From an optimization exercise on the open Yosys and OpenROAD flow, aimed at small area; shortcuts taken in it are not production practice. Only simulation tests tie the RTL to the original design; equivalence was not proved. Power is estimated from default activity; no workload was simulated.

## i2c_Slave
module i2c_Slave (
    input scl,
    input clk,
    input rst,
    input sda_i,
    output sda_oe,
    output busy,
    output reg ack_err,
    output reg done
);
For scale: roughly 1100 flip-flops, ~8 I/O pins, ~25000 µm² of cells after synthesis.
clock: 10.0 ns
lec_check: 0
cap_margin: 20
core_margin: 2
core_utilization: 70
cts_buf_list: sky130_fd_sc_hd__clkbuf_8
cts_cluster_diameter: 35
cts_cluster_size: 22
slew_margin: 20
standard.sh (not shown) runs the stock make flow with config.mk's settings and CLKGATE_MAP_FILE= SYNTH_SCRIPT=/design/flow/synth_recipe.tcl, a recipe that flattens the netlist after the stock synthesis.
==> flow/flow/run.sh <==
#!/bin/bash
# Standard layout (the standard.sh, unchanged synthesis and steps), with
# clock tree synthesis told not to add dummy load cells for skew balancing.
set -euo pipefail
export CTS_ARGS="-sink_clustering_enable -repair_clock_nets -sink_clustering_size 22 -sink_clustering_max_diameter 35 -buf_list sky130_fd_sc_hd__clkbuf_8 -dont_use_dummy_load"
bash standard.sh finish > standard.log 2>&1
The starting point completed with no timing, DRC or antenna violations.
==> next run, changes <==
==> flow/flow/run.sh (replaced) <==
#!/bin/bash
# Standard layout (the standard.sh, unchanged synthesis and steps), with
# clock tree synthesis told not to add dummy load cells for skew balancing,
# and the port buffers made with the smallest buffer cell.
set -euo pipefail
export CTS_ARGS="-sink_clustering_enable -repair_clock_nets -sink_clustering_size 12 -sink_clustering_max_diameter 40 -buf_list sky130_fd_sc_hd__clkbuf_4 -dont_use_dummy_load"
export BUFFER_PORTS_ARGS="-buffer_cell sky130_fd_sc_hd__buf_1"
bash standard.sh finish > standard.log 2>&1
- CTS_BUF_LIST: sky130_fd_sc_hd__clkbuf_8 -> sky130_fd_sc_hd__clkbuf_4
- CTS_CLUSTER_DIAMETER: 35 -> 40
- CTS_CLUSTER_SIZE: 22 -> 12
=> The new run produced a clean layout. Maximum frequency rises by a few percent. Routed wire length went down slightly. Worst setup slack improved by 0.24 ns.

---

## pepper
Another version of the RTL of i2c_Slave (not shown whole).
Settings: LEC_CHECK=0, CAP_MARGIN=0, CORE_MARGIN=2, CORE_UTILIZATION=70, CTS_BUF_LIST=sky130_fd_sc_hd__clkbuf_4, CTS_CLUSTER_DIAMETER=40, CTS_CLUSTER_SIZE=12, SLEW_MARGIN=0; clock period 10.0 ns.
run.sh (not shown) runs the stock make flow with config.mk's settings and CLKGATE_MAP_FILE= SYNTH_SCRIPT=/design/flow/synth_recipe.tcl, a recipe that flattens the netlist after the stock synthesis.
Stock flow here: none of the scripts above is used.
[inputs] garnet vs pepper
- changing SLEW_MARGIN from 0 to 20
- changing CAP_MARGIN from 0 to 20
garnet -> pepper: share of the clock period used by the worst path flat
There was hardly any difference in cell depth of the worst setup path between pepper and garnet.
pepper leaves more setup margin than garnet.
Static leakage of pepper is on par with garnet.
Comparing pepper with garnet, the share of total power in the clock network came out essentially unchanged.
garnet ended up with a lower detailed-route vias per instance than pepper did.
> inputs changed (garnet -> nickel)
==> flow/flow/run.sh (new file) <==
#!/bin/bash
# Standard layout (the standard.sh, unchanged synthesis and steps), with
# clock tree synthesis told not to add dummy load cells for skew balancing.
set -euo pipefail
export CTS_ARGS="-sink_clustering_enable -repair_clock_nets -sink_clustering_size 12 -sink_clustering_max_diameter 40 -buf_list sky130_fd_sc_hd__clkbuf_4 -dont_use_dummy_load"
bash standard.sh finish > standard.log 2>&1
==> flow/standard.sh (new file) <==
#!/bin/bash
# synth_recipe.tcl (not shown) runs the flow's synth.tcl, then flattens the netlist and writes it again
# the make line also repeats each setting of config.mk as NAME=value (left out here)
make -C /OpenROAD-flow-scripts/flow DESIGN_CONFIG=/design/flow/config.mk WORK_HOME=/design/flow/orfs CLKGATE_MAP_FILE= SYNTH_SCRIPT=/design/flow/synth_recipe.tcl "${@:-finish}"
removed: flow/run.sh
==> comparison <==
Having completed the whole flow, nickel delivered a layout that passed the timing, DRC and antenna checks. On fraction of area in multi-input gates, nickel and garnet are neck and neck. garnet has a higher clock insertion delay at the later pin of the skew report than nickel. Relative to garnet, cell area power density has decreased by 2.6% in nickel. Going from garnet to nickel, worst path setup slack after routing grows by 0.023 ns. Slew at the pin closest to its max-slew limit (lower): garnet. | routed wire length | nickel vs garnet | 560 µm lower |. Via count went down slightly going from garnet to nickel. Taking garnet as the reference, in nickel global routing usage on met3 held, relative slew slack went down 1.8 points, total power went down about 3.6%. On number of placed instances with taps included, nickel and garnet are basically level.

---

i2c_Slave with an RTL version that a note above also has.
Size: ~1100 flip-flops, ~25000 µm² of cells after synthesis.
==> flow/config.mk <==
export PLATFORM = sky130hd
export DESIGN_NAME = i2c_Slave
export DESIGN_NICKNAME = i2c_Slave
export VERILOG_FILES = /design/flow/design.v
export SDC_FILE = /design/flow/constraint.sdc
export NUM_CORES = 4
export LEC_CHECK = 0
export CAP_MARGIN = 20
export CORE_MARGIN = 2
export CORE_UTILIZATION = 70
export CTS_BUF_LIST = sky130_fd_sc_hd__clkbuf_4
export CTS_CLUSTER_DIAMETER = 32
export CTS_CLUSTER_SIZE = 13
export SLEW_MARGIN = 20
==> flow/constraint.sdc <==
create_clock -name core_clock -period 10.0 [get_ports {clk}]
set_input_delay 2.0000 -clock core_clock [delete_from_list [all_inputs] [get_ports {clk}]]
set_output_delay 2.0000 -clock core_clock [all_outputs]
set_load 0.01 [all_outputs]
standard.sh (not shown) runs the stock make flow with config.mk's settings and CLKGATE_MAP_FILE= SYNTH_SCRIPT=/design/flow/synth_recipe.tcl, a recipe that flattens the netlist after the stock synthesis.
==> flow/flow/run.sh <==
#!/bin/bash
# Standard layout (the standard.sh, unchanged synthesis and steps), with
# clock tree synthesis told not to add dummy load cells for skew balancing.
set -euo pipefail
export CTS_ARGS="-sink_clustering_enable -repair_clock_nets -sink_clustering_size 13 -sink_clustering_max_diameter 32 -buf_list sky130_fd_sc_hd__clkbuf_4 -dont_use_dummy_load"
bash standard.sh finish > standard.log 2>&1
The first run completed without violations.
Rerun with:
==> flow/flow/run.sh (replaced) <==
#!/bin/bash
# Standard layout (the standard.sh, unchanged synthesis and steps), with
# clock tree synthesis told not to add dummy load cells for skew balancing.
set -euo pipefail
export CTS_ARGS="-sink_clustering_enable -repair_clock_nets -sink_clustering_size 12 -sink_clustering_max_diameter 40 -buf_list sky130_fd_sc_hd__clkbuf_4 -dont_use_dummy_load"
bash standard.sh finish > standard.log 2>&1
--- a/flow/config.mk
+++ b/flow/config.mk
@@ -11,4 +11,4 @@
 export CTS_BUF_LIST = sky130_fd_sc_hd__clkbuf_4
-export CTS_CLUSTER_DIAMETER = 32
-export CTS_CLUSTER_SIZE = 13
+export CTS_CLUSTER_DIAMETER = 40
+export CTS_CLUSTER_SIZE = 12
 export SLEW_MARGIN = 20
Outcome: The new run went through all stages and came out clean; first-iteration DRC count rose by 14%; non-clock buffer count stays the same; critical path depth is unchanged; wire length goes down by 0.86%; setup slack gains 46 ps; clock-buffer cell count goes down by 17; power fell by 1.5%; sequential power is about the same; via count goes down by 0.72%.
Rerun with:
==> flow/flow/run.sh (replaced) <==
#!/bin/bash
# Standard layout (the standard.sh, unchanged synthesis and steps), with
# clock tree synthesis told not to add dummy load cells for skew balancing.
set -euo pipefail
export CTS_ARGS="-sink_clustering_enable -repair_clock_nets -sink_clustering_size 30 -sink_clustering_max_diameter 35 -buf_list sky130_fd_sc_hd__clkbuf_16 -dont_use_dummy_load"
bash standard.sh finish > standard.log 2>&1
--- a/flow/config.mk
+++ b/flow/config.mk
@@ -10,5 +10,5 @@
 export CORE_UTILIZATION = 70
-export CTS_BUF_LIST = sky130_fd_sc_hd__clkbuf_4
-export CTS_CLUSTER_DIAMETER = 40
-export CTS_CLUSTER_SIZE = 12
+export CTS_BUF_LIST = sky130_fd_sc_hd__clkbuf_16
+export CTS_CLUSTER_DIAMETER = 35
+export CTS_CLUSTER_SIZE = 30
 export SLEW_MARGIN = 20
Flip-flop and latch count is unchanged.
Hold slack barely changes.
Routed wire length went up by 16%.
Total power climbs by 25%.
Cell area came out higher by 6.8%.

separate check: timing with driven ports:
In the flow no input, the clock included, has a driving cell. The finished layouts below were timed again as built, in two steps. Step 1 assumes that a clkbuf_16 drives the clock port and a buf_2 every other input. Step 2 also shifts input and output timing later by t, the mid clock arrival at the registers, as if the neighbouring blocks saw the same clock. Three values: ideal ports, drivers, drivers and shift; two values: the first two.
| run | t (ns) | setup WS [ns] | cell pins on the clock port's net |
|---|---|---|---|
| the first run of note 1 | 0.684 | 5.816 / 5.766 / 5.276 | 1 |
| the second run of note 1 | 0.813 | 6.060 / 6.011 / 5.591 | 1 |
| pepper | 0.855 | 5.606 / 5.556 / 5.465 | 1 |
| garnet | 0.855 | 5.599 / 5.549 / 5.467 | 1 |
| nickel | 0.807 | 5.622 / 5.573 / 5.409 | 1 |
| the first run of note 3 | 0.829 | 5.641 / 5.592 / 5.303 | 1 |
| the second run of note 3 | 0.809 | 5.687 / 5.635 / 5.312 | 1 |
| the third run of note 3 | 0.647 | 5.850 / 5.799 / 5.265 | 1 |
After both steps every run listed still meets setup and hold. For the third run of note 3, which loses most, drivers alone change the setup slack by -0.051 ns; drivers and shift together by -0.585 ns.
